From an optimization exercise on the open Yosys and OpenROAD flow, aimed at small area and a short achievable clock period; shortcuts taken in it are not production practice. The RTL was checked by simulation tests, not by an equivalence proof against the original design. Power figures rest on the tool's default switching activity, not on a simulated workload.

[design/flow/design.v]
module multiplier_logic (
    input  wire        clk,
    input  wire        rst_n,
    input  wire [15:0] a,
    input  wire [15:0] b,
    output reg  [31:0] y
);
  reg r1_a0;
  reg r1_a1;
  reg r1_a2;
  reg r1_a3;
  reg r1_a4;
  reg r1_a5;
  reg r1_a6;
  reg r1_a7;
  reg r1_a8;
  reg r1_a9;
  reg r1_a10;
  reg r1_a11;
  reg r1_a12;
  reg r1_a13;
  reg r1_a14;
  reg r1_a15;
  reg r1_b15;
  reg r1_one1;
  reg r1_two2;
  reg r1_neg3;
  reg r1_one4;
  reg r1_two5;
  reg r1_neg6;
  reg r1_one7;
  reg r1_two8;
  reg r1_neg9;
  reg r1_one10;
  reg r1_two11;
  reg r1_neg12;
  reg r1_one13;
  reg r1_two14;
  reg r1_neg15;
  reg r1_one16;
  reg r1_two17;
  reg r1_neg18;
  reg r1_one19;
  reg r1_two20;
  reg r1_neg21;
  reg r1_one22;
  reg r1_two23;
  reg r1_neg24;
  reg r2_s193;
  reg r2_s195;
  reg r2_s199;
  reg r2_c200;
  reg r2_s201;
  reg r2_p63;
  reg r2_s203;
  reg r2_c202;
  reg r2_c204;
  reg r2_s205;
  reg r2_s207;
  reg r2_s209;
  reg r2_c210;
  reg r2_s213;
  reg r2_c214;
  reg r2_s219;
  reg r2_c218;
  reg r2_s221;
  reg r2_c220;
  reg r2_s223;
  reg r2_s227;
  reg r2_c224;
  reg r2_s229;
  reg r2_s233;
  reg r2_c230;
  reg r2_s235;
  reg r2_c236;
  reg r2_s241;
  reg r2_s243;
  reg r2_s245;
  reg r2_s247;
  reg r2_c242;
  reg r2_c244;
  reg r2_s249;
  reg r2_s253;
  reg r2_s255;
  reg r2_c250;
  reg r2_s257;
  reg r2_s261;
  reg r2_c258;
  reg r2_s263;
  reg r2_s265;
  reg r2_s269;
  reg r2_s271;
  reg r2_c264;
  reg r2_c266;
  reg r2_s273;
  reg r2_s279;
  reg r2_c274;
  reg r2_s281;
  reg r2_s283;
  reg r2_c282;
  reg r2_c284;
  reg r2_s291;
  reg r2_s293;
  reg r2_s297;
  reg r2_c292;
  reg r2_c294;
  reg r2_s299;
  reg r2_s301;
  reg r2_c300;
  reg r2_c302;
  reg r2_s307;
  reg r2_s309;
  reg r2_s311;
  reg r2_s313;
  reg r2_c308;
  reg r2_c310;
  reg r2_s315;
  reg r2_s317;
  reg r2_s319;
  reg r2_c316;
  reg r2_s321;
  reg r2_s325;
  reg r2_c322;
  reg r2_s327;
  reg r2_s331;
  reg r2_c328;
  reg r2_s333;
  reg r2_c332;
  reg r2_s335;
  reg r2_c334;
  reg r2_s337;
  reg r2_s339;
  reg r2_c338;
  reg r2_s341;
  reg r2_c342;
  reg r2_s345;
  reg r2_c346;
  reg r2_s349;
  reg r2_c348;
  reg r2_s351;
  reg r2_c350;
  reg r2_c352;
  reg r2_s353;
  reg r2_s355;
  reg r3_r2_s193;
  reg r3_r2_s195;
  reg r3_r2_s199;
  reg r3_s357;
  reg r3_s361;
  reg r3_s365;
  reg r3_c366;
  reg r3_s367;
  reg r3_r2_c210;
  reg r3_r2_s213;
  reg r3_c368;
  reg r3_r2_c214;
  reg r3_r2_s219;
  reg r3_r2_s223;
  reg r3_s369;
  reg r3_c370;
  reg r3_s371;
  reg r3_c372;
  reg r3_s373;
  reg r3_c374;
  reg r3_s375;
  reg r3_s377;
  reg r3_s379;
  reg r3_c380;
  reg r3_s383;
  reg r3_c384;
  reg r3_s387;
  reg r3_s393;
  reg r3_c392;
  reg r3_s397;
  reg r3_c394;
  reg r3_c398;
  reg r3_s401;
  reg r3_s407;
  reg r3_c406;
  reg r3_s411;
  reg r3_c408;
  reg r3_s417;
  reg r3_c416;
  reg r3_s421;
  reg r3_c418;
  reg r3_s425;
  reg r3_c424;
  reg r3_s427;
  reg r3_c426;
  reg r3_s431;
  reg r3_s435;
  reg r3_s437;
  reg r3_c436;
  reg r3_s439;
  reg r3_s441;
  reg r3_c440;
  reg r3_s443;
  reg r3_r2_s355;
  reg r3_c444;
  wire one1 = b[0] ^ 1'b0;
  wire two2 = (b[1] & ~b[0] & ~1'b0) | (~b[1] & b[0] & 1'b0);
  wire neg3 = b[1];
  wire one4 = b[2] ^ b[1];
  wire two5 = (b[3] & ~b[2] & ~b[1]) | (~b[3] & b[2] & b[1]);
  wire neg6 = b[3];
  wire one7 = b[4] ^ b[3];
  wire two8 = (b[5] & ~b[4] & ~b[3]) | (~b[5] & b[4] & b[3]);
  wire neg9 = b[5];
  wire one10 = b[6] ^ b[5];
  wire two11 = (b[7] & ~b[6] & ~b[5]) | (~b[7] & b[6] & b[5]);
  wire neg12 = b[7];
  wire one13 = b[8] ^ b[7];
  wire two14 = (b[9] & ~b[8] & ~b[7]) | (~b[9] & b[8] & b[7]);
  wire neg15 = b[9];
  wire one16 = b[10] ^ b[9];
  wire two17 = (b[11] & ~b[10] & ~b[9]) | (~b[11] & b[10] & b[9]);
  wire neg18 = b[11];
  wire one19 = b[12] ^ b[11];
  wire two20 = (b[13] & ~b[12] & ~b[11]) | (~b[13] & b[12] & b[11]);
  wire neg21 = b[13];
  wire one22 = b[14] ^ b[13];
  wire two23 = (b[15] & ~b[14] & ~b[13]) | (~b[15] & b[14] & b[13]);
  wire neg24 = b[15];
  wire p25 = ((r1_one1 & r1_a0) | (r1_two2 & 1'b0)) ^ r1_neg3;
  wire p26 = ((r1_one1 & r1_a1) | (r1_two2 & r1_a0)) ^ r1_neg3;
  wire p27 = ((r1_one1 & r1_a2) | (r1_two2 & r1_a1)) ^ r1_neg3;
  wire p28 = ((r1_one1 & r1_a3) | (r1_two2 & r1_a2)) ^ r1_neg3;
  wire p29 = ((r1_one1 & r1_a4) | (r1_two2 & r1_a3)) ^ r1_neg3;
  wire p30 = ((r1_one1 & r1_a5) | (r1_two2 & r1_a4)) ^ r1_neg3;
  wire p31 = ((r1_one1 & r1_a6) | (r1_two2 & r1_a5)) ^ r1_neg3;
  wire p32 = ((r1_one1 & r1_a7) | (r1_two2 & r1_a6)) ^ r1_neg3;
  wire p33 = ((r1_one1 & r1_a8) | (r1_two2 & r1_a7)) ^ r1_neg3;
  wire p34 = ((r1_one1 & r1_a9) | (r1_two2 & r1_a8)) ^ r1_neg3;
  wire p35 = ((r1_one1 & r1_a10) | (r1_two2 & r1_a9)) ^ r1_neg3;
  wire p36 = ((r1_one1 & r1_a11) | (r1_two2 & r1_a10)) ^ r1_neg3;
  wire p37 = ((r1_one1 & r1_a12) | (r1_two2 & r1_a11)) ^ r1_neg3;
  wire p38 = ((r1_one1 & r1_a13) | (r1_two2 & r1_a12)) ^ r1_neg3;
  wire p39 = ((r1_one1 & r1_a14) | (r1_two2 & r1_a13)) ^ r1_neg3;
  wire p40 = ((r1_one1 & r1_a15) | (r1_two2 & r1_a14)) ^ r1_neg3;
  wire p41 = ((r1_one1 & 1'b0) | (r1_two2 & r1_a15)) ^ r1_neg3;
  wire ns42 = ~r1_neg3;
  wire ng43 = r1_neg3;
  wire p44 = ((r1_one4 & r1_a0) | (r1_two5 & 1'b0)) ^ r1_neg6;
  wire p45 = ((r1_one4 & r1_a1) | (r1_two5 & r1_a0)) ^ r1_neg6;
  wire p46 = ((r1_one4 & r1_a2) | (r1_two5 & r1_a1)) ^ r1_neg6;
  wire p47 = ((r1_one4 & r1_a3) | (r1_two5 & r1_a2)) ^ r1_neg6;
  wire p48 = ((r1_one4 & r1_a4) | (r1_two5 & r1_a3)) ^ r1_neg6;
  wire p49 = ((r1_one4 & r1_a5) | (r1_two5 & r1_a4)) ^ r1_neg6;
  wire p50 = ((r1_one4 & r1_a6) | (r1_two5 & r1_a5)) ^ r1_neg6;
  wire p51 = ((r1_one4 & r1_a7) | (r1_two5 & r1_a6)) ^ r1_neg6;
  wire p52 = ((r1_one4 & r1_a8) | (r1_two5 & r1_a7)) ^ r1_neg6;
  wire p53 = ((r1_one4 & r1_a9) | (r1_two5 & r1_a8)) ^ r1_neg6;
  wire p54 = ((r1_one4 & r1_a10) | (r1_two5 & r1_a9)) ^ r1_neg6;
  wire p55 = ((r1_one4 & r1_a11) | (r1_two5 & r1_a10)) ^ r1_neg6;
  wire p56 = ((r1_one4 & r1_a12) | (r1_two5 & r1_a11)) ^ r1_neg6;
  wire p57 = ((r1_one4 & r1_a13) | (r1_two5 & r1_a12)) ^ r1_neg6;
  wire p58 = ((r1_one4 & r1_a14) | (r1_two5 & r1_a13)) ^ r1_neg6;
  wire p59 = ((r1_one4 & r1_a15) | (r1_two5 & r1_a14)) ^ r1_neg6;
  wire p60 = ((r1_one4 & 1'b0) | (r1_two5 & r1_a15)) ^ r1_neg6;
  wire ns61 = ~r1_neg6;
  wire ng62 = r1_neg6;
  wire p63 = ((r1_one7 & r1_a0) | (r1_two8 & 1'b0)) ^ r1_neg9;
  wire p64 = ((r1_one7 & r1_a1) | (r1_two8 & r1_a0)) ^ r1_neg9;
  wire p65 = ((r1_one7 & r1_a2) | (r1_two8 & r1_a1)) ^ r1_neg9;
  wire p66 = ((r1_one7 & r1_a3) | (r1_two8 & r1_a2)) ^ r1_neg9;
  wire p67 = ((r1_one7 & r1_a4) | (r1_two8 & r1_a3)) ^ r1_neg9;
  wire p68 = ((r1_one7 & r1_a5) | (r1_two8 & r1_a4)) ^ r1_neg9;
  wire p69 = ((r1_one7 & r1_a6) | (r1_two8 & r1_a5)) ^ r1_neg9;
  wire p70 = ((r1_one7 & r1_a7) | (r1_two8 & r1_a6)) ^ r1_neg9;
  wire p71 = ((r1_one7 & r1_a8) | (r1_two8 & r1_a7)) ^ r1_neg9;
  wire p72 = ((r1_one7 & r1_a9) | (r1_two8 & r1_a8)) ^ r1_neg9;
  wire p73 = ((r1_one7 & r1_a10) | (r1_two8 & r1_a9)) ^ r1_neg9;
  wire p74 = ((r1_one7 & r1_a11) | (r1_two8 & r1_a10)) ^ r1_neg9;
  wire p75 = ((r1_one7 & r1_a12) | (r1_two8 & r1_a11)) ^ r1_neg9;
  wire p76 = ((r1_one7 & r1_a13) | (r1_two8 & r1_a12)) ^ r1_neg9;
  wire p77 = ((r1_one7 & r1_a14) | (r1_two8 & r1_a13)) ^ r1_neg9;
  wire p78 = ((r1_one7 & r1_a15) | (r1_two8 & r1_a14)) ^ r1_neg9;
  wire p79 = ((r1_one7 & 1'b0) | (r1_two8 & r1_a15)) ^ r1_neg9;
  wire ns80 = ~r1_neg9;
  wire ng81 = r1_neg9;
  wire p82 = ((r1_one10 & r1_a0) | (r1_two11 & 1'b0)) ^ r1_neg12;
  wire p83 = ((r1_one10 & r1_a1) | (r1_two11 & r1_a0)) ^ r1_neg12;
  wire p84 = ((r1_one10 & r1_a2) | (r1_two11 & r1_a1)) ^ r1_neg12;
  wire p85 = ((r1_one10 & r1_a3) | (r1_two11 & r1_a2)) ^ r1_neg12;
  wire p86 = ((r1_one10 & r1_a4) | (r1_two11 & r1_a3)) ^ r1_neg12;
  wire p87 = ((r1_one10 & r1_a5) | (r1_two11 & r1_a4)) ^ r1_neg12;
  wire p88 = ((r1_one10 & r1_a6) | (r1_two11 & r1_a5)) ^ r1_neg12;
  wire p89 = ((r1_one10 & r1_a7) | (r1_two11 & r1_a6)) ^ r1_neg12;
  wire p90 = ((r1_one10 & r1_a8) | (r1_two11 & r1_a7)) ^ r1_neg12;
  wire p91 = ((r1_one10 & r1_a9) | (r1_two11 & r1_a8)) ^ r1_neg12;
  wire p92 = ((r1_one10 & r1_a10) | (r1_two11 & r1_a9)) ^ r1_neg12;
  wire p93 = ((r1_one10 & r1_a11) | (r1_two11 & r1_a10)) ^ r1_neg12;
  wire p94 = ((r1_one10 & r1_a12) | (r1_two11 & r1_a11)) ^ r1_neg12;
  wire p95 = ((r1_one10 & r1_a13) | (r1_two11 & r1_a12)) ^ r1_neg12;
  wire p96 = ((r1_one10 & r1_a14) | (r1_two11 & r1_a13)) ^ r1_neg12;
  wire p97 = ((r1_one10 & r1_a15) | (r1_two11 & r1_a14)) ^ r1_neg12;
  wire p98 = ((r1_one10 & 1'b0) | (r1_two11 & r1_a15)) ^ r1_neg12;
  wire ns99 = ~r1_neg12;
  wire ng100 = r1_neg12;
  wire p101 = ((r1_one13 & r1_a0) | (r1_two14 & 1'b0)) ^ r1_neg15;
  wire p102 = ((r1_one13 & r1_a1) | (r1_two14 & r1_a0)) ^ r1_neg15;
  wire p103 = ((r1_one13 & r1_a2) | (r1_two14 & r1_a1)) ^ r1_neg15;
  wire p104 = ((r1_one13 & r1_a3) | (r1_two14 & r1_a2)) ^ r1_neg15;
  wire p105 = ((r1_one13 & r1_a4) | (r1_two14 & r1_a3)) ^ r1_neg15;
  wire p106 = ((r1_one13 & r1_a5) | (r1_two14 & r1_a4)) ^ r1_neg15;
  wire p107 = ((r1_one13 & r1_a6) | (r1_two14 & r1_a5)) ^ r1_neg15;
  wire p108 = ((r1_one13 & r1_a7) | (r1_two14 & r1_a6)) ^ r1_neg15;
  wire p109 = ((r1_one13 & r1_a8) | (r1_two14 & r1_a7)) ^ r1_neg15;
  wire p110 = ((r1_one13 & r1_a9) | (r1_two14 & r1_a8)) ^ r1_neg15;
  wire p111 = ((r1_one13 & r1_a10) | (r1_two14 & r1_a9)) ^ r1_neg15;
  wire p112 = ((r1_one13 & r1_a11) | (r1_two14 & r1_a10)) ^ r1_neg15;
  wire p113 = ((r1_one13 & r1_a12) | (r1_two14 & r1_a11)) ^ r1_neg15;
  wire p114 = ((r1_one13 & r1_a13) | (r1_two14 & r1_a12)) ^ r1_neg15;
  wire p115 = ((r1_one13 & r1_a14) | (r1_two14 & r1_a13)) ^ r1_neg15;
  wire p116 = ((r1_one13 & r1_a15) | (r1_two14 & r1_a14)) ^ r1_neg15;
  wire p117 = ((r1_one13 & 1'b0) | (r1_two14 & r1_a15)) ^ r1_neg15;
  wire ns118 = ~r1_neg15;
  wire ng119 = r1_neg15;
  wire p120 = ((r1_one16 & r1_a0) | (r1_two17 & 1'b0)) ^ r1_neg18;
  wire p121 = ((r1_one16 & r1_a1) | (r1_two17 & r1_a0)) ^ r1_neg18;
  wire p122 = ((r1_one16 & r1_a2) | (r1_two17 & r1_a1)) ^ r1_neg18;
  wire p123 = ((r1_one16 & r1_a3) | (r1_two17 & r1_a2)) ^ r1_neg18;
  wire p124 = ((r1_one16 & r1_a4) | (r1_two17 & r1_a3)) ^ r1_neg18;
  wire p125 = ((r1_one16 & r1_a5) | (r1_two17 & r1_a4)) ^ r1_neg18;
  wire p126 = ((r1_one16 & r1_a6) | (r1_two17 & r1_a5)) ^ r1_neg18;
  wire p127 = ((r1_one16 & r1_a7) | (r1_two17 & r1_a6)) ^ r1_neg18;
  wire p128 = ((r1_one16 & r1_a8) | (r1_two17 & r1_a7)) ^ r1_neg18;
  wire p129 = ((r1_one16 & r1_a9) | (r1_two17 & r1_a8)) ^ r1_neg18;
  wire p130 = ((r1_one16 & r1_a10) | (r1_two17 & r1_a9)) ^ r1_neg18;
  wire p131 = ((r1_one16 & r1_a11) | (r1_two17 & r1_a10)) ^ r1_neg18;
  wire p132 = ((r1_one16 & r1_a12) | (r1_two17 & r1_a11)) ^ r1_neg18;
  wire p133 = ((r1_one16 & r1_a13) | (r1_two17 & r1_a12)) ^ r1_neg18;
  wire p134 = ((r1_one16 & r1_a14) | (r1_two17 & r1_a13)) ^ r1_neg18;
  wire p135 = ((r1_one16 & r1_a15) | (r1_two17 & r1_a14)) ^ r1_neg18;
  wire p136 = ((r1_one16 & 1'b0) | (r1_two17 & r1_a15)) ^ r1_neg18;
  wire ns137 = ~r1_neg18;
  wire ng138 = r1_neg18;
  wire p139 = ((r1_one19 & r1_a0) | (r1_two20 & 1'b0)) ^ r1_neg21;
  wire p140 = ((r1_one19 & r1_a1) | (r1_two20 & r1_a0)) ^ r1_neg21;
  wire p141 = ((r1_one19 & r1_a2) | (r1_two20 & r1_a1)) ^ r1_neg21;
  wire p142 = ((r1_one19 & r1_a3) | (r1_two20 & r1_a2)) ^ r1_neg21;
  wire p143 = ((r1_one19 & r1_a4) | (r1_two20 & r1_a3)) ^ r1_neg21;
  wire p144 = ((r1_one19 & r1_a5) | (r1_two20 & r1_a4)) ^ r1_neg21;
  wire p145 = ((r1_one19 & r1_a6) | (r1_two20 & r1_a5)) ^ r1_neg21;
  wire p146 = ((r1_one19 & r1_a7) | (r1_two20 & r1_a6)) ^ r1_neg21;
  wire p147 = ((r1_one19 & r1_a8) | (r1_two20 & r1_a7)) ^ r1_neg21;
  wire p148 = ((r1_one19 & r1_a9) | (r1_two20 & r1_a8)) ^ r1_neg21;
  wire p149 = ((r1_one19 & r1_a10) | (r1_two20 & r1_a9)) ^ r1_neg21;
  wire p150 = ((r1_one19 & r1_a11) | (r1_two20 & r1_a10)) ^ r1_neg21;
  wire p151 = ((r1_one19 & r1_a12) | (r1_two20 & r1_a11)) ^ r1_neg21;
  wire p152 = ((r1_one19 & r1_a13) | (r1_two20 & r1_a12)) ^ r1_neg21;
  wire p153 = ((r1_one19 & r1_a14) | (r1_two20 & r1_a13)) ^ r1_neg21;
  wire p154 = ((r1_one19 & r1_a15) | (r1_two20 & r1_a14)) ^ r1_neg21;
  wire p155 = ((r1_one19 & 1'b0) | (r1_two20 & r1_a15)) ^ r1_neg21;
  wire ns156 = ~r1_neg21;
  wire ng157 = r1_neg21;
  wire p158 = ((r1_one22 & r1_a0) | (r1_two23 & 1'b0)) ^ r1_neg24;
  wire p159 = ((r1_one22 & r1_a1) | (r1_two23 & r1_a0)) ^ r1_neg24;
  wire p160 = ((r1_one22 & r1_a2) | (r1_two23 & r1_a1)) ^ r1_neg24;
  wire p161 = ((r1_one22 & r1_a3) | (r1_two23 & r1_a2)) ^ r1_neg24;
  wire p162 = ((r1_one22 & r1_a4) | (r1_two23 & r1_a3)) ^ r1_neg24;
  wire p163 = ((r1_one22 & r1_a5) | (r1_two23 & r1_a4)) ^ r1_neg24;
  wire p164 = ((r1_one22 & r1_a6) | (r1_two23 & r1_a5)) ^ r1_neg24;
  wire p165 = ((r1_one22 & r1_a7) | (r1_two23 & r1_a6)) ^ r1_neg24;
  wire p166 = ((r1_one22 & r1_a8) | (r1_two23 & r1_a7)) ^ r1_neg24;
  wire p167 = ((r1_one22 & r1_a9) | (r1_two23 & r1_a8)) ^ r1_neg24;
  wire p168 = ((r1_one22 & r1_a10) | (r1_two23 & r1_a9)) ^ r1_neg24;
  wire p169 = ((r1_one22 & r1_a11) | (r1_two23 & r1_a10)) ^ r1_neg24;
  wire p170 = ((r1_one22 & r1_a12) | (r1_two23 & r1_a11)) ^ r1_neg24;
  wire p171 = ((r1_one22 & r1_a13) | (r1_two23 & r1_a12)) ^ r1_neg24;
  wire p172 = ((r1_one22 & r1_a14) | (r1_two23 & r1_a13)) ^ r1_neg24;
  wire p173 = ((r1_one22 & r1_a15) | (r1_two23 & r1_a14)) ^ r1_neg24;
  wire p174 = ((r1_one22 & 1'b0) | (r1_two23 & r1_a15)) ^ r1_neg24;
  wire ns175 = ~r1_neg24;
  wire ng176 = r1_neg24;
  wire p177 = r1_a0 & r1_b15;
  wire p178 = r1_a1 & r1_b15;
  wire p179 = r1_a2 & r1_b15;
  wire p180 = r1_a3 & r1_b15;
  wire p181 = r1_a4 & r1_b15;
  wire p182 = r1_a5 & r1_b15;
  wire p183 = r1_a6 & r1_b15;
  wire p184 = r1_a7 & r1_b15;
  wire p185 = r1_a8 & r1_b15;
  wire p186 = r1_a9 & r1_b15;
  wire p187 = r1_a10 & r1_b15;
  wire p188 = r1_a11 & r1_b15;
  wire p189 = r1_a12 & r1_b15;
  wire p190 = r1_a13 & r1_b15;
  wire p191 = r1_a14 & r1_b15;
  wire p192 = r1_a15 & r1_b15;
  wire s193 = ng43 ^ p25;
  wire c194 = ng43 & p25;
  wire s195 = p26 ^ c194;
  wire c196 = p26 & c194;
  wire s197, c198;
  mult_fa u_s197 (.x(ng62), .y(p27), .z(p44), .s(s197), .c(c198));
  wire s199 = c196 ^ s197;
  wire c200 = c196 & s197;
  wire s201, c202;
  mult_fa u_s201 (.x(p28), .y(p45), .z(c198), .s(s201), .c(c202));
  wire s203, c204;
  mult_fa u_s203 (.x(ng81), .y(p29), .z(p46), .s(s203), .c(c204));
  wire s205, c206;
  mult_fa u_s205 (.x(p30), .y(p47), .z(p64), .s(s205), .c(c206));
  wire s207, c208;
  mult_fa u_s207 (.x(ng100), .y(p31), .z(p48), .s(s207), .c(c208));
  wire s209, c210;
  mult_fa u_s209 (.x(p65), .y(p82), .z(c206), .s(s209), .c(c210));
  wire s211, c212;
  mult_fa u_s211 (.x(p32), .y(p49), .z(p66), .s(s211), .c(c212));
  wire s213, c214;
  mult_fa u_s213 (.x(p83), .y(c208), .z(s211), .s(s213), .c(c214));
  wire s215, c216;
  mult_fa u_s215 (.x(ng119), .y(p101), .z(p33), .s(s215), .c(c216));
  wire s217, c218;
  mult_fa u_s217 (.x(p50), .y(p67), .z(p84), .s(s217), .c(c218));
  wire s219, c220;
  mult_fa u_s219 (.x(c212), .y(s215), .z(s217), .s(s219), .c(c220));
  wire s221, c222;
  mult_fa u_s221 (.x(p102), .y(p34), .z(p51), .s(s221), .c(c222));
  wire s223, c224;
  mult_fa u_s223 (.x(p68), .y(p85), .z(c216), .s(s223), .c(c224));
  wire s225, c226;
  mult_fa u_s225 (.x(ng138), .y(p103), .z(p120), .s(s225), .c(c226));
  wire s227, c228;
  mult_fa u_s227 (.x(p35), .y(p52), .z(p69), .s(s227), .c(c228));
  wire s229, c230;
  mult_fa u_s229 (.x(p86), .y(c222), .z(s225), .s(s229), .c(c230));
  wire s231, c232;
  mult_fa u_s231 (.x(p104), .y(p121), .z(p36), .s(s231), .c(c232));
  wire s233, c234;
  mult_fa u_s233 (.x(p53), .y(p70), .z(p87), .s(s233), .c(c234));
  wire s235, c236;
  mult_fa u_s235 (.x(c226), .y(c228), .z(s231), .s(s235), .c(c236));
  wire s237, c238;
  mult_fa u_s237 (.x(ng157), .y(p105), .z(p122), .s(s237), .c(c238));
  wire s239, c240;
  mult_fa u_s239 (.x(p139), .y(p37), .z(p54), .s(s239), .c(c240));
  wire s241, c242;
  mult_fa u_s241 (.x(p71), .y(p88), .z(c232), .s(s241), .c(c242));
  wire s243, c244;
  mult_fa u_s243 (.x(c234), .y(s237), .z(s239), .s(s243), .c(c244));
  wire s245, c246;
  mult_fa u_s245 (.x(p106), .y(p123), .z(p140), .s(s245), .c(c246));
  wire s247, c248;
  mult_fa u_s247 (.x(p38), .y(p55), .z(p72), .s(s247), .c(c248));
  wire s249, c250;
  mult_fa u_s249 (.x(p89), .y(c238), .z(c240), .s(s249), .c(c250));
  wire s251, c252;
  mult_fa u_s251 (.x(ng176), .y(p107), .z(p124), .s(s251), .c(c252));
  wire s253, c254;
  mult_fa u_s253 (.x(p141), .y(p158), .z(p39), .s(s253), .c(c254));
  wire s255, c256;
  mult_fa u_s255 (.x(p56), .y(p73), .z(p90), .s(s255), .c(c256));
  wire s257, c258;
  mult_fa u_s257 (.x(c246), .y(c248), .z(s251), .s(s257), .c(c258));
  wire s259, c260;
  mult_fa u_s259 (.x(p108), .y(p125), .z(p142), .s(s259), .c(c260));
  wire s261, c262;
  mult_fa u_s261 (.x(p159), .y(p40), .z(p57), .s(s261), .c(c262));
  wire s263, c264;
  mult_fa u_s263 (.x(p74), .y(p91), .z(c252), .s(s263), .c(c264));
  wire s265, c266;
  mult_fa u_s265 (.x(c254), .y(c256), .z(s259), .s(s265), .c(c266));
  wire s267, c268;
  mult_fa u_s267 (.x(p177), .y(p109), .z(p126), .s(s267), .c(c268));
  wire s269, c270;
  mult_fa u_s269 (.x(p143), .y(p160), .z(p41), .s(s269), .c(c270));
  wire s271, c272;
  mult_fa u_s271 (.x(p58), .y(p75), .z(p92), .s(s271), .c(c272));
  wire s273, c274;
  mult_fa u_s273 (.x(c260), .y(c262), .z(s267), .s(s273), .c(c274));
  wire s275, c276;
  mult_fa u_s275 (.x(1'b1), .y(ns42), .z(p178), .s(s275), .c(c276));
  wire s277, c278;
  mult_fa u_s277 (.x(p110), .y(p127), .z(p144), .s(s277), .c(c278));
  wire s279, c280;
  mult_fa u_s279 (.x(p161), .y(p59), .z(p76), .s(s279), .c(c280));
  wire s281, c282;
  mult_fa u_s281 (.x(p93), .y(s275), .z(c268), .s(s281), .c(c282));
  wire s283, c284;
  mult_fa u_s283 (.x(c270), .y(c272), .z(s277), .s(s283), .c(c284));
  wire s285, c286;
  mult_fa u_s285 (.x(1'b1), .y(p179), .z(p111), .s(s285), .c(c286));
  wire s287, c288;
  mult_fa u_s287 (.x(p128), .y(p145), .z(p162), .s(s287), .c(c288));
  wire s289, c290;
  mult_fa u_s289 (.x(p60), .y(p77), .z(p94), .s(s289), .c(c290));
  wire s291, c292;
  mult_fa u_s291 (.x(c276), .y(c278), .z(c280), .s(s291), .c(c292));
  wire s293, c294;
  mult_fa u_s293 (.x(s285), .y(s287), .z(s289), .s(s293), .c(c294));
  wire s295, c296;
  mult_fa u_s295 (.x(ns61), .y(p180), .z(p112), .s(s295), .c(c296));
  wire s297, c298;
  mult_fa u_s297 (.x(p129), .y(p146), .z(p163), .s(s297), .c(c298));
  wire s299, c300;
  mult_fa u_s299 (.x(p78), .y(p95), .z(c286), .s(s299), .c(c300));
  wire s301, c302;
  mult_fa u_s301 (.x(c288), .y(c290), .z(s295), .s(s301), .c(c302));
  wire s303, c304;
  mult_fa u_s303 (.x(1'b1), .y(p181), .z(p113), .s(s303), .c(c304));
  wire s305, c306;
  mult_fa u_s305 (.x(p130), .y(p147), .z(p164), .s(s305), .c(c306));
  wire s307, c308;
  mult_fa u_s307 (.x(p79), .y(p96), .z(c296), .s(s307), .c(c308));
  wire s309, c310;
  mult_fa u_s309 (.x(c298), .y(s303), .z(s305), .s(s309), .c(c310));
  wire s311, c312;
  mult_fa u_s311 (.x(ns80), .y(p182), .z(p114), .s(s311), .c(c312));
  wire s313, c314;
  mult_fa u_s313 (.x(p131), .y(p148), .z(p165), .s(s313), .c(c314));
  wire s315, c316;
  mult_fa u_s315 (.x(p97), .y(c304), .z(c306), .s(s315), .c(c316));
  wire s317, c318;
  mult_fa u_s317 (.x(1'b1), .y(p183), .z(p115), .s(s317), .c(c318));
  wire s319, c320;
  mult_fa u_s319 (.x(p132), .y(p149), .z(p166), .s(s319), .c(c320));
  wire s321, c322;
  mult_fa u_s321 (.x(p98), .y(c312), .z(c314), .s(s321), .c(c322));
  wire s323, c324;
  mult_fa u_s323 (.x(ns99), .y(p184), .z(p116), .s(s323), .c(c324));
  wire s325, c326;
  mult_fa u_s325 (.x(p133), .y(p150), .z(p167), .s(s325), .c(c326));
  wire s327, c328;
  mult_fa u_s327 (.x(c318), .y(c320), .z(s323), .s(s327), .c(c328));
  wire s329, c330;
  mult_fa u_s329 (.x(1'b1), .y(p185), .z(p117), .s(s329), .c(c330));
  wire s331, c332;
  mult_fa u_s331 (.x(p134), .y(p151), .z(p168), .s(s331), .c(c332));
  wire s333, c334;
  mult_fa u_s333 (.x(c324), .y(c326), .z(s329), .s(s333), .c(c334));
  wire s335, c336;
  mult_fa u_s335 (.x(ns118), .y(p186), .z(p135), .s(s335), .c(c336));
  wire s337, c338;
  mult_fa u_s337 (.x(p152), .y(p169), .z(c330), .s(s337), .c(c338));
  wire s339, c340;
  mult_fa u_s339 (.x(1'b1), .y(p187), .z(p136), .s(s339), .c(c340));
  wire s341, c342;
  mult_fa u_s341 (.x(p153), .y(p170), .z(c336), .s(s341), .c(c342));
  wire s343, c344;
  mult_fa u_s343 (.x(ns137), .y(p188), .z(p154), .s(s343), .c(c344));
  wire s345, c346;
  mult_fa u_s345 (.x(p171), .y(c340), .z(s343), .s(s345), .c(c346));
  wire s347, c348;
  mult_fa u_s347 (.x(1'b1), .y(p189), .z(p155), .s(s347), .c(c348));
  wire s349, c350;
  mult_fa u_s349 (.x(p172), .y(c344), .z(s347), .s(s349), .c(c350));
  wire s351, c352;
  mult_fa u_s351 (.x(ns156), .y(p190), .z(p173), .s(s351), .c(c352));
  wire s353, c354;
  mult_fa u_s353 (.x(1'b1), .y(p191), .z(p174), .s(s353), .c(c354));
  wire s355, c356;
  mult_fa u_s355 (.x(ns175), .y(p192), .z(c354), .s(s355), .c(c356));
  wire s357 = r2_c200 ^ r2_s201;
  wire c358 = r2_c200 & r2_s201;
  wire s359, c360;
  mult_fa u_s359 (.x(r2_c202), .y(r2_p63), .z(r2_s203), .s(s359), .c(c360));
  wire s361 = c358 ^ s359;
  wire c362 = c358 & s359;
  wire s363, c364;
  mult_fa u_s363 (.x(r2_c204), .y(r2_s205), .z(c360), .s(s363), .c(c364));
  wire s365 = c362 ^ s363;
  wire c366 = c362 & s363;
  wire s367, c368;
  mult_fa u_s367 (.x(r2_s207), .y(r2_s209), .z(c364), .s(s367), .c(c368));
  wire s369, c370;
  mult_fa u_s369 (.x(r2_c218), .y(r2_c220), .z(r2_s221), .s(s369), .c(c370));
  wire s371, c372;
  mult_fa u_s371 (.x(r2_c224), .y(r2_s227), .z(r2_s229), .s(s371), .c(c372));
  wire s373, c374;
  mult_fa u_s373 (.x(r2_c230), .y(r2_s233), .z(r2_s235), .s(s373), .c(c374));
  wire s375, c376;
  mult_fa u_s375 (.x(r2_c236), .y(r2_s241), .z(r2_s243), .s(s375), .c(c376));
  wire s377, c378;
  mult_fa u_s377 (.x(r2_c242), .y(r2_c244), .z(r2_s245), .s(s377), .c(c378));
  wire s379, c380;
  mult_fa u_s379 (.x(r2_s247), .y(r2_s249), .z(c376), .s(s379), .c(c380));
  wire s381, c382;
  mult_fa u_s381 (.x(r2_c250), .y(r2_s253), .z(r2_s255), .s(s381), .c(c382));
  wire s383, c384;
  mult_fa u_s383 (.x(r2_s257), .y(c378), .z(s381), .s(s383), .c(c384));
  wire s385, c386;
  mult_fa u_s385 (.x(r2_c258), .y(r2_s261), .z(r2_s263), .s(s385), .c(c386));
  wire s387, c388;
  mult_fa u_s387 (.x(r2_s265), .y(c382), .z(s385), .s(s387), .c(c388));
  wire s389, c390;
  mult_fa u_s389 (.x(r2_c264), .y(r2_c266), .z(r2_s269), .s(s389), .c(c390));
  wire s391, c392;
  mult_fa u_s391 (.x(r2_s271), .y(r2_s273), .z(c386), .s(s391), .c(c392));
  wire s393, c394;
  mult_fa u_s393 (.x(s389), .y(c388), .z(s391), .s(s393), .c(c394));
  wire s395, c396;
  mult_fa u_s395 (.x(r2_c274), .y(r2_s279), .z(r2_s281), .s(s395), .c(c396));
  wire s397, c398;
  mult_fa u_s397 (.x(r2_s283), .y(c390), .z(s395), .s(s397), .c(c398));
  wire s399, c400;
  mult_fa u_s399 (.x(r2_c282), .y(r2_c284), .z(r2_s291), .s(s399), .c(c400));
  wire s401, c402;
  mult_fa u_s401 (.x(r2_s293), .y(c396), .z(s399), .s(s401), .c(c402));
  wire s403, c404;
  mult_fa u_s403 (.x(r2_c292), .y(r2_c294), .z(r2_s297), .s(s403), .c(c404));
  wire s405, c406;
  mult_fa u_s405 (.x(r2_s299), .y(r2_s301), .z(c400), .s(s405), .c(c406));
  wire s407, c408;
  mult_fa u_s407 (.x(s403), .y(c402), .z(s405), .s(s407), .c(c408));
  wire s409, c410;
  mult_fa u_s409 (.x(r2_c300), .y(r2_c302), .z(r2_s307), .s(s409), .c(c410));
  wire s411, c412;
  mult_fa u_s411 (.x(r2_s309), .y(c404), .z(s409), .s(s411), .c(c412));
  wire s413, c414;
  mult_fa u_s413 (.x(r2_c308), .y(r2_c310), .z(r2_s311), .s(s413), .c(c414));
  wire s415, c416;
  mult_fa u_s415 (.x(r2_s313), .y(r2_s315), .z(c410), .s(s415), .c(c416));
  wire s417, c418;
  mult_fa u_s417 (.x(s413), .y(c412), .z(s415), .s(s417), .c(c418));
  wire s419, c420;
  mult_fa u_s419 (.x(r2_c316), .y(r2_s317), .z(r2_s319), .s(s419), .c(c420));
  wire s421, c422;
  mult_fa u_s421 (.x(r2_s321), .y(c414), .z(s419), .s(s421), .c(c422));
  wire s423, c424;
  mult_fa u_s423 (.x(r2_c322), .y(r2_s325), .z(r2_s327), .s(s423), .c(c424));
  wire s425, c426;
  mult_fa u_s425 (.x(c420), .y(s423), .z(c422), .s(s425), .c(c426));
  wire s427, c428;
  mult_fa u_s427 (.x(r2_c328), .y(r2_s331), .z(r2_s333), .s(s427), .c(c428));
  wire s429, c430;
  mult_fa u_s429 (.x(r2_c332), .y(r2_c334), .z(r2_s335), .s(s429), .c(c430));
  wire s431, c432;
  mult_fa u_s431 (.x(r2_s337), .y(c428), .z(s429), .s(s431), .c(c432));
  wire s433, c434;
  mult_fa u_s433 (.x(r2_c338), .y(r2_s339), .z(r2_s341), .s(s433), .c(c434));
  wire s435, c436;
  mult_fa u_s435 (.x(c430), .y(s433), .z(c432), .s(s435), .c(c436));
  wire s437, c438;
  mult_fa u_s437 (.x(r2_c342), .y(r2_s345), .z(c434), .s(s437), .c(c438));
  wire s439, c440;
  mult_fa u_s439 (.x(r2_c346), .y(r2_s349), .z(c438), .s(s439), .c(c440));
  wire s441, c442;
  mult_fa u_s441 (.x(r2_c348), .y(r2_c350), .z(r2_s351), .s(s441), .c(c442));
  wire s443, c444;
  mult_fa u_s443 (.x(r2_c352), .y(r2_s353), .z(c442), .s(s443), .c(c444));
  wire s445 = r3_c368 ^ r3_r2_c210;
  wire c446 = r3_c368 & r3_r2_c210;
  wire s447 = r3_r2_c214 ^ r3_r2_s219;
  wire c448 = r3_r2_c214 & r3_r2_s219;
  wire s449 = r3_r2_s223 ^ r3_s369;
  wire c450 = r3_r2_s223 & r3_s369;
  wire s451 = r3_c370 ^ r3_s371;
  wire c452 = r3_c370 & r3_s371;
  wire s453 = r3_c372 ^ r3_s373;
  wire c454 = r3_c372 & r3_s373;
  wire s455 = r3_c374 ^ r3_s375;
  wire c456 = r3_c374 & r3_s375;
  wire s457 = r3_s377 ^ r3_s379;
  wire c458 = r3_s377 & r3_s379;
  wire s459 = r3_c380 ^ r3_s383;
  wire c460 = r3_c380 & r3_s383;
  wire s461 = r3_c384 ^ r3_s387;
  wire c462 = r3_c384 & r3_s387;
  wire s463 = r3_c392 ^ r3_c394;
  wire c464 = r3_c392 & r3_c394;
  wire s465 = r3_c398 ^ r3_s401;
  wire c466 = r3_c398 & r3_s401;
  wire s467 = r3_c406 ^ r3_c408;
  wire c468 = r3_c406 & r3_c408;
  wire s469 = r3_c416 ^ r3_c418;
  wire c470 = r3_c416 & r3_c418;
  wire s471 = r3_c424 ^ r3_c426;
  wire c472 = r3_c424 & r3_c426;
  wire [31:0] ra = {r3_c444, r3_s443, r3_c440, r3_s439, r3_c436, r3_s435, r3_s431, r3_s427, r3_s425, r3_s421, r3_s417, r3_s411, r3_s407, c464, r3_s397, r3_s393, c460, c458, c456, c454, c452, c450, c448, c446, r3_r2_s213, r3_c366, r3_s365, r3_s361, r3_s357, r3_r2_s199, r3_r2_s195, r3_r2_s193};
  wire [31:0] rb = {r3_r2_s355, 1'b0, r3_s441, 1'b0, r3_s437, 1'b0, c472, s471, c470, s469, c468, s467, c466, s465, s463, c462, s461, s459, s457, s455, s453, s451, s449, s447, s445, r3_s367, 1'b0, 1'b0, 1'b0, 1'b0, 1'b0, 1'b0};
  wire [16:0] plo = ra[15:0] + rb[15:0];
  reg [16:0] r4_plo;
  reg [15:0] r4_ha, r4_hb;
  always @(posedge clk) begin r4_plo <= plo; r4_ha <= ra[31:16]; r4_hb <= rb[31:16]; end
  wire [15:0] phi = r4_ha + r4_hb + r4_plo[16];
  wire [31:0] prod = {phi, r4_plo[15:0]};
  always @(posedge clk) begin
    r1_a0 <= a[0];
    r1_a1 <= a[1];
    r1_a2 <= a[2];
    r1_a3 <= a[3];
    r1_a4 <= a[4];
    r1_a5 <= a[5];
    r1_a6 <= a[6];
    r1_a7 <= a[7];
    r1_a8 <= a[8];
    r1_a9 <= a[9];
    r1_a10 <= a[10];
    r1_a11 <= a[11];
    r1_a12 <= a[12];
    r1_a13 <= a[13];
    r1_a14 <= a[14];
    r1_a15 <= a[15];
    r1_b15 <= b[15];
    r1_one1 <= one1;
    r1_two2 <= two2;
    r1_neg3 <= neg3;
    r1_one4 <= one4;
    r1_two5 <= two5;
    r1_neg6 <= neg6;
    r1_one7 <= one7;
    r1_two8 <= two8;
    r1_neg9 <= neg9;
    r1_one10 <= one10;
    r1_two11 <= two11;
    r1_neg12 <= neg12;
    r1_one13 <= one13;
    r1_two14 <= two14;
    r1_neg15 <= neg15;
    r1_one16 <= one16;
    r1_two17 <= two17;
    r1_neg18 <= neg18;
    r1_one19 <= one19;
    r1_two20 <= two20;
    r1_neg21 <= neg21;
    r1_one22 <= one22;
    r1_two23 <= two23;
    r1_neg24 <= neg24;
    r2_s193 <= s193;
    r2_s195 <= s195;
    r2_s199 <= s199;
    r2_c200 <= c200;
    r2_s201 <= s201;
    r2_p63 <= p63;
    r2_s203 <= s203;
    r2_c202 <= c202;
    r2_c204 <= c204;
    r2_s205 <= s205;
    r2_s207 <= s207;
    r2_s209 <= s209;
    r2_c210 <= c210;
    r2_s213 <= s213;
    r2_c214 <= c214;
    r2_s219 <= s219;
    r2_c218 <= c218;
    r2_s221 <= s221;
    r2_c220 <= c220;
    r2_s223 <= s223;
    r2_s227 <= s227;
    r2_c224 <= c224;
    r2_s229 <= s229;
    r2_s233 <= s233;
    r2_c230 <= c230;
    r2_s235 <= s235;
    r2_c236 <= c236;
    r2_s241 <= s241;
    r2_s243 <= s243;
    r2_s245 <= s245;
    r2_s247 <= s247;
    r2_c242 <= c242;
    r2_c244 <= c244;
    r2_s249 <= s249;
    r2_s253 <= s253;
    r2_s255 <= s255;
    r2_c250 <= c250;
    r2_s257 <= s257;
    r2_s261 <= s261;
    r2_c258 <= c258;
    r2_s263 <= s263;
    r2_s265 <= s265;
    r2_s269 <= s269;
    r2_s271 <= s271;
    r2_c264 <= c264;
    r2_c266 <= c266;
    r2_s273 <= s273;
    r2_s279 <= s279;
    r2_c274 <= c274;
    r2_s281 <= s281;
    r2_s283 <= s283;
    r2_c282 <= c282;
    r2_c284 <= c284;
    r2_s291 <= s291;
    r2_s293 <= s293;
    r2_s297 <= s297;
    r2_c292 <= c292;
    r2_c294 <= c294;
    r2_s299 <= s299;
    r2_s301 <= s301;
    r2_c300 <= c300;
    r2_c302 <= c302;
    r2_s307 <= s307;
    r2_s309 <= s309;
    r2_s311 <= s311;
    r2_s313 <= s313;
    r2_c308 <= c308;
    r2_c310 <= c310;
    r2_s315 <= s315;
    r2_s317 <= s317;
    r2_s319 <= s319;
    r2_c316 <= c316;
    r2_s321 <= s321;
    r2_s325 <= s325;
    r2_c322 <= c322;
    r2_s327 <= s327;
    r2_s331 <= s331;
    r2_c328 <= c328;
    r2_s333 <= s333;
    r2_c332 <= c332;
    r2_s335 <= s335;
    r2_c334 <= c334;
    r2_s337 <= s337;
    r2_s339 <= s339;
    r2_c338 <= c338;
    r2_s341 <= s341;
    r2_c342 <= c342;
    r2_s345 <= s345;
    r2_c346 <= c346;
    r2_s349 <= s349;
    r2_c348 <= c348;
    r2_s351 <= s351;
    r2_c350 <= c350;
    r2_c352 <= c352;
    r2_s353 <= s353;
    r2_s355 <= s355;
    r3_r2_s193 <= r2_s193;
    r3_r2_s195 <= r2_s195;
    r3_r2_s199 <= r2_s199;
    r3_s357 <= s357;
    r3_s361 <= s361;
    r3_s365 <= s365;
    r3_c366 <= c366;
    r3_s367 <= s367;
    r3_r2_c210 <= r2_c210;
    r3_r2_s213 <= r2_s213;
    r3_c368 <= c368;
    r3_r2_c214 <= r2_c214;
    r3_r2_s219 <= r2_s219;
    r3_r2_s223 <= r2_s223;
    r3_s369 <= s369;
    r3_c370 <= c370;
    r3_s371 <= s371;
    r3_c372 <= c372;
    r3_s373 <= s373;
    r3_c374 <= c374;
    r3_s375 <= s375;
    r3_s377 <= s377;
    r3_s379 <= s379;
    r3_c380 <= c380;
    r3_s383 <= s383;
    r3_c384 <= c384;
    r3_s387 <= s387;
    r3_s393 <= s393;
    r3_c392 <= c392;
    r3_s397 <= s397;
    r3_c394 <= c394;
    r3_c398 <= c398;
    r3_s401 <= s401;
    r3_s407 <= s407;
    r3_c406 <= c406;
    r3_s411 <= s411;
    r3_c408 <= c408;
    r3_s417 <= s417;
    r3_c416 <= c416;
    r3_s421 <= s421;
    r3_c418 <= c418;
    r3_s425 <= s425;
    r3_c424 <= c424;
    r3_s427 <= s427;
    r3_c426 <= c426;
    r3_s431 <= s431;
    r3_s435 <= s435;
    r3_s437 <= s437;
    r3_c436 <= c436;
    r3_s439 <= s439;
    r3_s441 <= s441;
    r3_c440 <= c440;
    r3_s443 <= s443;
    r3_r2_s355 <= r2_s355;
    r3_c444 <= c444;
  end
  reg [3:0] v;
  always @(posedge clk) begin
    if (!rst_n) begin
      v <= 4'd0;
      y <= 32'd0;
    end else begin
      v <= {v[2:0], 1'b1};
      y <= v[3] ? prod : 32'd0;
    end
  end
endmodule
module mult_fa (input wire x, input wire y, input wire z, output wire s, output wire c);
  assign s = x ^ y ^ z;
  assign c = (x & y) | (x & z) | (y & z);
endmodule
[design/flow/run.sh]
#!/bin/bash
# synth_recipe.tcl (not shown) runs the flow's synth.tcl, then flattens the netlist and writes it again
# the make line also repeats each setting of config.mk as NAME=value (left out here)
make -C /OpenROAD-flow-scripts/flow DESIGN_CONFIG=/design/flow/config.mk WORK_HOME=/design/flow/orfs CLKGATE_MAP_FILE= SYNTH_SCRIPT=/design/flow/synth_recipe.tcl finish
[design/flow/config.mk]
export PLATFORM = sky130hd
export DESIGN_NAME = multiplier_logic
export DESIGN_NICKNAME = multiplier_logic
export VERILOG_FILES = /design/flow/design.v
export SDC_FILE = /design/flow/constraint.sdc
export NUM_CORES = 4
export LEC_CHECK = 0
export CAP_MARGIN = 20
export CORE_MARGIN = 2
export CORE_UTILIZATION = 40
export SETUP_SLACK_MARGIN = 2.5
export SLEW_MARGIN = 20
export SYNTH_HIERARCHICAL = 1
export SYNTH_MINIMUM_KEEP_SIZE = 0
[design/flow/constraint.sdc]
create_clock -name core_clock -period 4.5 [get_ports {clk}]
set_input_delay 0.9000 -clock core_clock [delete_from_list [all_inputs] [get_ports {clk}]]
set_output_delay 0.9000 -clock core_clock [all_outputs]
set_load 0.01 [all_outputs]
==> results of run 1 <==
==> cell type report <==
cell class                      instances  area (µm²)  area share, %
Clock buffer                           37         753           5.25
Clock inverter                         12         139          0.967
Inverter                               15        56.3          0.392
Multi-Input combinational cell        644        6600           46.0
Sequential cell                       273        5610           39.0
Tap cell                              396         495           3.45
Timing Repair Buffer                   88         707           4.92
==> stage by stage <==
| stage | area, µm² | total power, W | utilization [%] | cells | hold slack (ns) |
|---|---|---|---|---|---|
| after floorplan | 12400 | 0.00606 | - | 1018 | 0.310 |
| after global placement | 13100 | 0.00688 | 43.2 | 1398 | 0.313 |
| after detailed placement | 13100 | 0.00698 | 43.2 | 1398 | 0.312 |
| after CTS | 14300 | 0.00937 | 46.9 | 1448 | 0.323 |
| after global routing | 14400 | 0.0101 | 47.2 | 1465 | 0.327 |
| final | 14400 | 0.00935 | 47.2 | 1465 | 0.319 |
==> layout by cell type, fill, tap and decap left out, types with 20 or more instances in the layout <==
cell                                n
sky130_fd_sc_hd__dfxtp_1          235
sky130_fd_sc_hd__ha_1              36
sky130_fd_sc_hd__dfxtp_4           37
sky130_fd_sc_hd__clkbuf_16         27
sky130_fd_sc_hd__and2_1            25
sky130_fd_sc_hd__nand2_1           24
sky130_fd_sc_hd__and3_1            20
sky130_fd_sc_hd__fa_1             116
sky130_fd_sc_hd__xnor2_1          141
sky130_fd_sc_hd__a22oi_1          117
sky130_fd_sc_hd__clkbuf_2          22
sky130_fd_sc_hd__clkdlybuf4s50_1   33
==> where the power goes <==
part	internal [W]	leakage [nW]	switching, W
registers	0.00331	2.30	0.000484
clock network	0.00134	0.447	0.000900
logic	0.00161	2.89	0.00172
==> timing repair <==
action,in CTS,in global routing
setup endpoints to repair,110,63
resized for setup,162,47
pin swaps,11,5
hold endpoints to repair,0,0
setup buffers,1,17
==> Yosys stat by module (local to each module, per instance) <==
module / flip-flops and latches / times used / area (µm²)
multiplier_logic: 273 / 1 / 9870
mult_fa: 0 / 120 / 20.0
==> routing by layer <==
layer / vias to the layer above / routed length, µm
met2: 328 / 11700
met1: 3638 / 12000
met4: 0 / 604
met3: 52 / 2240
met5: - / 0
li1: 3465 / -
==> worst register-to-register path: cells and delay by family, from the launching register on <==
kind | cells | cell delay, ns
adder cells (fa/ha/maj) | 2 | 1.00
flip-flops | 1 | 0.51
XOR/XNOR | 1 | 0.23
AO/OA/AOI/OAI | 1 | 0.15
==> cells by family (layout without fill, tap and decap cells) <==
logic type                 count (synthesis)  in the layout  share of synthesized area, %
and+or+nand+nor                          128            128                          5.69
muxes                                      1              1                        0.0816
xor gates and xnor gates                 154            154                          11.0
AOI/OAI and AO/OA                        190            190                          11.3
adders and majority gates                163            163                          24.1
other                                      1              8                        0.0306
buffers and inverters                    101            152                          3.24
DFF                                      273            273                          44.5
==> sequential cells by signal, summed over array words and instances, names as in the netlist, 4 cells and up <==
register / flops
y: 32
v: 4
r4_plo: 17
r4_ha: 16
r4_hb: 13
==> worst paths after layout <==
check                    to  depth (start not counted)  slack [ns]  startpoint
setup reg to reg    r2_s309                          4        2.50    r1_one13
hold / removal    r4_plo[1]                          0        0.32  r3_r2_s195
hold reg to reg   r4_plo[1]                          0        0.32  r3_r2_s195
setup / recovery    r2_s309                          4        2.50    r1_one13
==> summary.json, run 1 <==
{
  "status": "complete, no violations",
  "fillCellCount": 2782,
  "final-hold-violation-count": 0,
  "boundaryPins": 66,
  "diodes": 0,
  "tritoncts_clock_tree": "yes",
  "grt.met2_usage_pct": 25.8,
  "dieHeight_um": 179,
  "coreArea_um2": 30400,
  "numCtsBuffers": 27,
  "min_delay_path_class": "reg -> reg",
  "cts_sinks": 273,
  "power.density_nw_per_um2": 652,
  "grt_pass1_vias": 7604,
  "detailroute.via_count": 7483,
  "clkTransAtPathRegs_ns": 0.07,
  "yosys_register_bits": 273,
  "routed_via_density": 5.11,
  "routing_usage_on_met3_pct": 3.24,
  "route.detailed.wl_per_inst_um": 18.1,
  "timing.critical_path.mode_cell": "sky130_fd_sc_hd__fa_1",
  "max_clock_skew_ns": 0.0147,
  "finalWirelength_mm": 26.6,
  "wire_length_of_the_first_global_routing_pass_mm": 41.3,
  "ys_warn_count": 7,
  "total_leakage_power_nw": 5.64,
  "yosys.cell_count.top_type": "sky130_fd_sc_hd__dfxtp_1",
  "clock_tree.buffer_depth": 3,
  "report.final.setup_viol": 0,
  "buffer_ports.inserted": 65,
  "htree_levels": 1,
  "timing_worst_slew_pin_value_ns": 0.567,
  "synth_area_um2": 12300,
  "end_kind": "flop",
  "number_of_nets_still_failing_antenna_checks_after_routing": 0,
  "grt_busiest_layer": "met2",
  "grt_start_max_net_pins": 36,
  "drive_gt1_share_pct": 15.9,
  "period_minus_slack_ns": 2.00,
  "timing.final.crit_share_pct": 44.5,
  "post_cts_hold_fix_bufs": 0,
  "detailed_route_drc_error_count": 0,
  "syn2layout_area_growth_pct": 17.0,
  "num-nets-final": 1246,
  "count_of_final_max_slew_check_failures": 0,
  "clkLatencyLatePin_ns": 0.54,
  "gr-total-overflow": 0,
  "average_instance_area_after_synthesis_um2": 12.1,
  "drt_first_pass_iters": 6,
  "initial_core_util_pct": 40.3,
  "yosysUniqueCellTypes": 47,
  "number_of_flops_mapped_to_enable_cells_by_yosys": 0,
  "fp.dieArea_um2": 32100,
  "grt_antenna_before_repair": 0,
  "syn-instance-count": 1011,
  "max-vdd-ir-drop_mv": 0.329,
  "postLayoutSetupSlackWorst_ns": 2.50,
  "synth_largest_type_area_fraction_pct": 44.5,
  "critPathRequiredTime_ns": 4.91,
  "synthArstFlopShare_pct": 0,
  "kind_of_cell_adding_the_most_delay_to_the_critical_path": "adder cells",
  "cp_data_arrival_time_ns": 2.42,
  "cpPeakStageDelay_ns": 0.51,
  "dpl.hpwl_mm": 17.2,
  "most_frequent_cells_after_synthesis": "sky130_fd_sc_hd__dfxtp_1, sky130_fd_sc_hd__xnor2_1, sky130_fd_sc_hd__fa_1",
  "cp_cell_sequence": "a22oi_1 > xnor2_1 > fa_1 > fa_1",
  "dpl_worst_slack_ns": 1.89,
  "slew-limit-headroom_pct": 62.1,
  "grt_setup_unrepaired": "yes",
  "fraction_of_the_yosys_area_taken_by_sequential_cells_pct": 44.5,
  "total_global_route_track_usage_pct": 16.6,
  "yosys-top-cells-area": "sky130_fd_sc_hd__dfxtp_1, sky130_fd_sc_hd__fa_1, sky130_fd_sc_hd__xnor2_1, sky130_fd_sc_hd__a22oi_1, sky130_fd_sc_hd__ha_1",
  "cp_slowest_cell": "sky130_fd_sc_hd__dfxtp_4",
  "totalNegativeSetupSlack_ns": 0,
  "routabilityCongestion": 0.826,
  "detailedRoute.firstIterationViolations": 580,
  "met1_usage_pct": 23.3,
  "start_kind": "flop",
  "predominant_post_synthesis_flop_cell": "sky130_fd_sc_hd__dfxtp_1",
  "critical_path_class": "reg -> reg",
  "core.rowCount": 64,
  "worst-path-max-fanout": 16,
  "yosys.area.top_type": "sky130_fd_sc_hd__dfxtp_1",
  "die_w_um": 179,
  "cts.root.buffer_cell": "sky130_fd_sc_hd__clkbuf_16",
  "achievable-frequency_mhz": 499,
  "worst-path-buf-inv": 0,
  "maxCapViolations": 0
}
==> run 2, diff against run 1 <==
--- a/design/flow/config.mk
+++ b/design/flow/config.mk
@@ -12,3 +12,4 @@
 export SLEW_MARGIN = 20
 export SYNTH_HIERARCHICAL = 1
 export SYNTH_MINIMUM_KEEP_SIZE = 0
+export TNS_END_PERCENT = 5
==> run 2 against run 1 <==
Synthesized cell count stayed put. Clock power is 4% higher. Critical path depth is 1 lower. Routed wire length decreased by 4.1%. Area after synthesis is the same. Largest cell class unchanged. Critical path type unchanged. Cell count decreased by 0.75%. Critical endpoint is now r2_s273. Via count down 2.7%. Die area stayed put. Still clean.
==> summary.json, run 2 <==
{
  "yosysUniqueCellTypes": 47,
  "cp_data_arrival_time_ns": 2.44,
  "tritoncts_clock_tree": "yes",
  "coreArea_um2": 30400,
  "numCtsBuffers": 29,
  "maxCapViolations": 0,
  "min_delay_path_class": "reg -> reg",
  "ys_warn_count": 7,
  "achievable-frequency_mhz": 492,
  "combinationalPowerShare_pct": 34.3,
  "detailedRoute.firstIterationViolations": 375,
  "end_kind": "flop",
  "grt_setup_unrepaired": "yes",
  "kind_of_cell_adding_the_most_delay_to_the_critical_path": "adder cells",
  "final_cell_mix": "sky130_fd_sc_hd__dfxtp_1, sky130_fd_sc_hd__xnor2_1, sky130_fd_sc_hd__a22oi_1, sky130_fd_sc_hd__fa_1, sky130_fd_sc_hd__ha_1",
  "boundaryPins": 66,
  "period_minus_slack_ns": 2.03,
  "largest_register_ffs": 32,
  "dpl.cell_count": 1400,
  "max-vdd-ir-drop_mv": 0.301,
  "report.final.setup_viol": 0,
  "status": "complete, no violations",
  "power.density_nw_per_um2": 650,
  "buffer_ports.inserted": 65,
  "cts.root.buffer_cell": "sky130_fd_sc_hd__clkbuf_16",
  "yosys_register_bits": 273,
  "postLayoutSetupSlackWorst_ns": 2.47,
  "stdcell_count": 1454,
  "core.rowCount": 64,
  "clkLatencyLatePin_ns": 0.55,
  "fp.dieArea_um2": 32100,
  "synth_area_um2": 12300,
  "finalWirelength_mm": 25.5,
  "slew-limit-headroom_pct": 60.3,
  "timing.critical_path.mode_cell": "sky130_fd_sc_hd__fa_1",
  "syn2layout_area_growth_pct": 16.5,
  "yosys.cell_count.top_type": "sky130_fd_sc_hd__dfxtp_1",
  "yosys-top-cells-area": "sky130_fd_sc_hd__dfxtp_1, sky130_fd_sc_hd__fa_1, sky130_fd_sc_hd__xnor2_1, sky130_fd_sc_hd__a22oi_1, sky130_fd_sc_hd__ha_1",
  "cts_sinks": 273,
  "grt_antenna_before_repair": 0,
  "routabilityCongestion": 0.817,
  "detailed_route_drc_error_count": 0,
  "count_of_final_max_slew_check_failures": 0,
  "worst-path-buf-inv": 0,
  "power.net_switching_w": 0.00309,
  "total_global_route_track_usage_pct": 16.6,
  "average_instance_area_after_synthesis_um2": 12.1,
  "power.total_w": 0.00930,
  "fraction_of_the_yosys_area_taken_by_sequential_cells_pct": 44.5,
  "grt_pass1_vias": 7620,
  "start_kind": "flop",
  "power_report.internal_total_w": 0.00621,
  "number_of_flops_mapped_to_enable_cells_by_yosys": 0,
  "route.detailed.wl_per_inst_um": 17.5,
  "clockPowerShare_pct": 25.0,
  "num-nets-final": 1233,
  "final-hold-violation-count": 0,
  "totalNegativeSetupSlack_ns": 0,
  "critical_path_class": "reg -> reg",
  "timing_worst_slew_pin_value_ns": 0.596,
  "syn-instance-count": 1011,
  "dpl_worst_slack_ns": 1.94,
  "die_w_um": 179,
  "htree_levels": 1,
  "layout.cells.most_common": "sky130_fd_sc_hd__dfxtp_1",
  "clock_tree.buffer_depth": 3,
  "routed_via_density": 5.01,
  "dieHeight_um": 179,
  "total_leakage_power_nw": 5.62,
  "initial_core_util_pct": 40.3,
  "sw_frac_of_total_pct": 33.2,
  "predominant_post_synthesis_flop_cell": "sky130_fd_sc_hd__dfxtp_1",
  "yosys.area.top_type": "sky130_fd_sc_hd__dfxtp_1",
  "clkTransAtPathRegs_ns": 0.06,
  "critPathRequiredTime_ns": 4.91,
  "gr-total-overflow": 0,
  "dpl.hpwl_mm": 17.1,
  "detailroute.via_count": 7281,
  "max_clock_skew_ns": 0.0223,
  "grt_start_max_net_pins": 36,
  "cpPeakStageDelay_ns": 0.71,
  "number_of_nets_still_failing_antenna_checks_after_routing": 0,
  "cp_cell_sequence": "xnor2_1 > fa_1 > fa_1",
  "drive_gt1_share_pct": 10.8,
  "wire_length_of_the_first_global_routing_pass_mm": 41.4,
  "largest_register": "y",
  "timing.final.crit_share_pct": 45.1,
  "synth_largest_type_area_fraction_pct": 44.5,
  "finish.utilization_pct": 47.0,
  "drt_first_pass_iters": 6,
  "reg.largest.list": "y x32, r4_plo x17, r4_ha x16",
  "cp_slowest_cell": "sky130_fd_sc_hd__dfxtp_2",
  "power.sequential.fraction_pct": 40.7,
  "diodes": 0,
  "synthArstFlopShare_pct": 0,
  "worst-path-max-fanout": 19,
  "most_frequent_cells_after_synthesis": "sky130_fd_sc_hd__dfxtp_1, sky130_fd_sc_hd__xnor2_1, sky130_fd_sc_hd__fa_1"
}
[run 2: changes by cell type in the layout (fill, tap and decap cells not counted), sizes merged]
cell | before | now
clkbuf | 59 | 38
buf | 30 | 8
clkdlybuf4s15 | 3 | 14
inv | 16 | 18
clkinv | 8 | 6
bufinv | 3 | 2
clkinvlp | 0 | 4
dlygate4sd2 | 0 | 18
[run 2: layer usage]
metal	global-route usage, %	part of all wire (%)	vias up
met1	23.2	46	3523
met2	26.0	45	273
li1	-	-	3447
met5	0	0	-
met4	4.30	1.4	0
met3	3.84	8.2	38
[run 2: path summary, 6_finish.rpt]
| path | start | endpoint | slack (ns) | cells after the start |
|---|---|---|---|---|
| hold / removal | r3_s435 | r4_ha[10] | 0.32 | 0 |
| hold reg to reg | r3_s435 | r4_ha[10] | 0.32 | 0 |
| setup reg to reg | r1_neg6 | r2_s273 | 2.47 | 3 |
| setup / recovery | r1_neg6 | r2_s273 | 2.47 | 3 |
[run 2: power by group through the flow]
stage	sequential, W	clock [W]	combinational (W)
after floorplan	0.00361	0	0.00245
after global placement	0.00383	0	0.00306
after detailed placement	0.00384	0	0.00312
after CTS	0.00379	0.00240	0.00321
after global routing	0.00388	0.00250	0.00370
final	0.00379	0.00232	0.00319
[run 2: layout make-up]
type / instances / area (µm²)
Sequential cell: 273 / 5590
Multi-Input combinational cell: 644 / 6500
Timing Repair Buffer: 73 / 696
Clock buffer: 38 / 800
Fill cell: 2775 / 16100
Clock inverter: 15 / 154
Tap cell: 396 / 495
Inverter: 15 / 56.3
[run 2: worst register-to-register path, stage by stage, from the launching register on]
cell                      delay [ns]
sky130_fd_sc_hd__dfxtp_2        0.71
sky130_fd_sc_hd__xnor2_1        0.20
sky130_fd_sc_hd__fa_1           0.47
sky130_fd_sc_hd__fa_1           0.53
[run 2: cell families (layout without fill, tap and decap cells)]
kind of cell               after synthesis  after routing  share of synthesized area, %
AOI/OAI and AO/OA                      190            190                          11.3
other                                    1              8                        0.0306
muxes                                    1              1                        0.0816
DFF                                    273            273                          44.5
buffers and inverters                  101            141                          3.24
adders and majority gates              163            163                          24.1
xor gates and xnor gates               154            154                          11.0
and+or+nand+nor                        128            128                          5.69
[run 2: repair_timing]
action / in CTS / in global routing
setup buffers: 1 / 0
endpoints found under the setup margin: 107 / 73
gates resized for setup: 128 / 5
pin swaps: 7 / 1
hold buffers: 0 / 0
[run 2: metrics by stage]
stage               cell area (µm²)  hold slack (ns)
floorplan                     12400            0.310
global placement              13200            0.312
CTS                           14300            0.323
finish                        14300            0.323
detailed placement            13200            0.312
global route                  14300            0.327
[run 2: per-module statistics from Yosys, one instance, submodules excluded]
module            cells inside  copies in the design
multiplier_logic           891                     1
mult_fa                      1                   120
==> run 3, diff against run 2 <==
--- a/design/flow/config.mk
+++ b/design/flow/config.mk
@@ -12,4 +12,4 @@
 export SLEW_MARGIN = 20
 export SYNTH_HIERARCHICAL = 1
 export SYNTH_MINIMUM_KEEP_SIZE = 0
-export TNS_END_PERCENT = 5
+export TNS_END_PERCENT = 20
==> run 3 against run 2 <==
Still clean on timing, DRC and antenna. Largest power group unchanged. Critical path type unchanged. Clock skew is 0.010 ns lower. First-iteration DRC count is 77% higher. Register-to-register slack about the same. Cell area up 0.55%. Largest cell class unchanged.
==> summary.json, run 3 <==
{
  "status": "complete, no violations",
  "postLayoutSetupSlackWorst_ns": 2.47,
  "num-nets-final": 1242,
  "largest_register": "y",
  "worst-r2r-setup-slack_ns": 2.47,
  "cts.root.buffer_cell": "sky130_fd_sc_hd__clkbuf_16",
  "diodes": 0,
  "average_instance_area_after_synthesis_um2": 12.1,
  "end_kind": "flop",
  "grt_setup_unrepaired": "yes",
  "clkTransAtPathRegs_ns": 0.07,
  "worst-path-buf-inv": 1,
  "hold_slack_ns": 0.319,
  "number_of_nets_still_failing_antenna_checks_after_routing": 0,
  "dieHeight_um": 179,
  "gr-total-overflow": 0,
  "grt_antenna_before_repair": 0,
  "report.final.setup_viol": 0,
  "synth_top_family_by_area": "adder cells",
  "synth_largest_type_area_fraction_pct": 44.5,
  "syn-instance-count": 1011,
  "count_of_final_max_slew_check_failures": 0,
  "total_leakage_power_nw": 5.71,
  "timing.critical_path.mode_cell": "sky130_fd_sc_hd__fa_1",
  "synthArstFlopShare_pct": 0,
  "yosys-top-cells-area": "sky130_fd_sc_hd__dfxtp_1, sky130_fd_sc_hd__fa_1, sky130_fd_sc_hd__xnor2_1, sky130_fd_sc_hd__a22oi_1, sky130_fd_sc_hd__ha_1",
  "design_area_um2": 14400,
  "total_global_route_track_usage_pct": 16.5,
  "cp_data_arrival_time_ns": 2.44,
  "reg.largest.list": "y x32, r4_plo x17, r4_ha x16",
  "yosys.area.top_type": "sky130_fd_sc_hd__dfxtp_1",
  "largest_register_ffs": 32,
  "buffer_ports.inserted": 65,
  "fraction_of_the_yosys_area_taken_by_sequential_cells_pct": 44.5,
  "die_w_um": 179,
  "max_clock_skew_ns": 0.0123,
  "numCtsBuffers": 27,
  "timing.final.crit_share_pct": 45.1,
  "start_kind": "flop",
  "cp_cell_sequence": "buf_6 > a22oi_1 > xnor2_1 > fa_1 > fa_1",
  "finalWirelength_mm": 26.3,
  "compound_gate_fraction_of_synth_area_pct": 11.3,
  "drt_first_pass_iters": 6,
  "dpl.hpwl_mm": 17.2,
  "period_minus_slack_ns": 2.03,
  "core.rowCount": 64,
  "min_delay_path_class": "reg -> reg",
  "kind_of_cell_adding_the_most_delay_to_the_critical_path": "adder cells",
  "critPathRequiredTime_ns": 4.91
}
==> run 3: cell counts after synthesis <==
Identical to the previous run, type by type.
==> run 3: how the worst max path moves through the flow <==
stage,startpoint,endpoint,slack [ns],depth (start not counted)
after floorplan,r1_one1,r2_s219,2.46,6
after global placement,r1_a9,r2_s283,1.93,4
after detailed placement,r1_a9,r2_s283,1.89,4
after CTS,y[1],y[1],2.45,1
after global routing,r1_neg15,r2_s243,2.42,4
final,r1_a5,r2_s309,2.47,5
==> run 3: cell families (layout without fill, tap and decap cells) <==
kind of cell | Yosys count | in the layout
buffers and inverters | 101 | 148
and+or+nand+nor | 128 | 128
muxes | 1 | 1
AOI/OAI and AO/OA | 190 | 190
xor gates and xnor gates | 154 | 154
adders and majority gates | 163 | 163
other | 1 | 8
DFF | 273 | 273
==> run 3: power by group <==
part           switching [W]  total (W)  internal, W  leakage [nW]
Sequential          0.000486    0.00379      0.00331          2.30
Clock               0.000896    0.00223      0.00134         0.447
Combinational        0.00170    0.00330      0.00159          2.96
Total                0.00309    0.00933      0.00624          5.71
==> run 3: cell type report <==
cell class                      count  area, µm²
Clock buffer                       37        753
Clock inverter                     12        139
Fill cell                        2790      16100
Inverter                           15       56.3
Multi-Input combinational cell    644       6580
Sequential cell                   273       5610
Tap cell                          396        495
Timing Repair Buffer               84        749
==> run 3: layer usage <==
| layer | global-route usage (%) | part of all wire (%) | up-vias |
|---|---|---|---|
| met2 | 25.7 | 44 | 343 |
| li1 | - | - | 3456 |
| met4 | 5.17 | 2.5 | 0 |
| met3 | 3.27 | 9.1 | 56 |
| met1 | 23.3 | 44 | 3655 |
| met5 | 0 | 0 | - |
==> run 3: metrics by stage <==
step	power, W	utilization [%]	std cells
2_1_floorplan	0.00606	-	1018
3_3_place_gp	0.00688	43.2	1398
4_1_cts	0.00930	46.6	1448
6_report	0.00933	47.2	1461
5_1_grt	0.0101	47.2	1461
3_5_place_dp	0.00698	43.2	1398
==> run 3: repair_timing <==
item | CTS | global route
buffers inserted | 1 | 13
pin swaps | 7 | 8
hold buffers | 0 | 0
resized for setup | 115 | 23
endpoints found under the setup margin | 110 | 67
==> run 3: modules after synthesis, one instance, submodules excluded <==
module | area (µm²) | flip-flops and latches | cells | times used
mult_fa | 20.0 | 0 | 1 | 120
multiplier_logic | 9870 | 273 | 891 | 1

afterwards: timing with drivers on the ports:
In the flow no input, the clock included, has a driving cell. The finished layouts below were timed again as built, in two steps. Step 1 assumes that a clkbuf_16 drives the clock port and a buf_2 every other input. Step 2, shift: input delay + t, output delay - t, t = (earliest + latest rising clock arrival at the registers) / 2. This alone moves slack from input paths to output paths. Three values: ideal ports, drivers, drivers and shift; two values: the first two.
| run | shift t [ns] | slack for setup (ns) | worst setup path after step 2 | latest minus earliest clock arrival (ns) |
|---|---|---|---|---|
| run 1 | 0.578 | 2.496 / 2.494 / 2.106 | input to register | 0.014 / 0.014 |
| run 2 | 0.585 | 2.469 / 2.446 / 1.918 | input to register | 0.024 / 0.024 |
| run 3 | 0.575 | 2.472 / 2.450 / 2.101 | input to register | 0.013 / 0.013 |
After both steps every run listed still meets setup and hold. The setup slack of run 2, which loses most, moves by -0.023 ns with the drivers and by -0.551 ns with both steps.
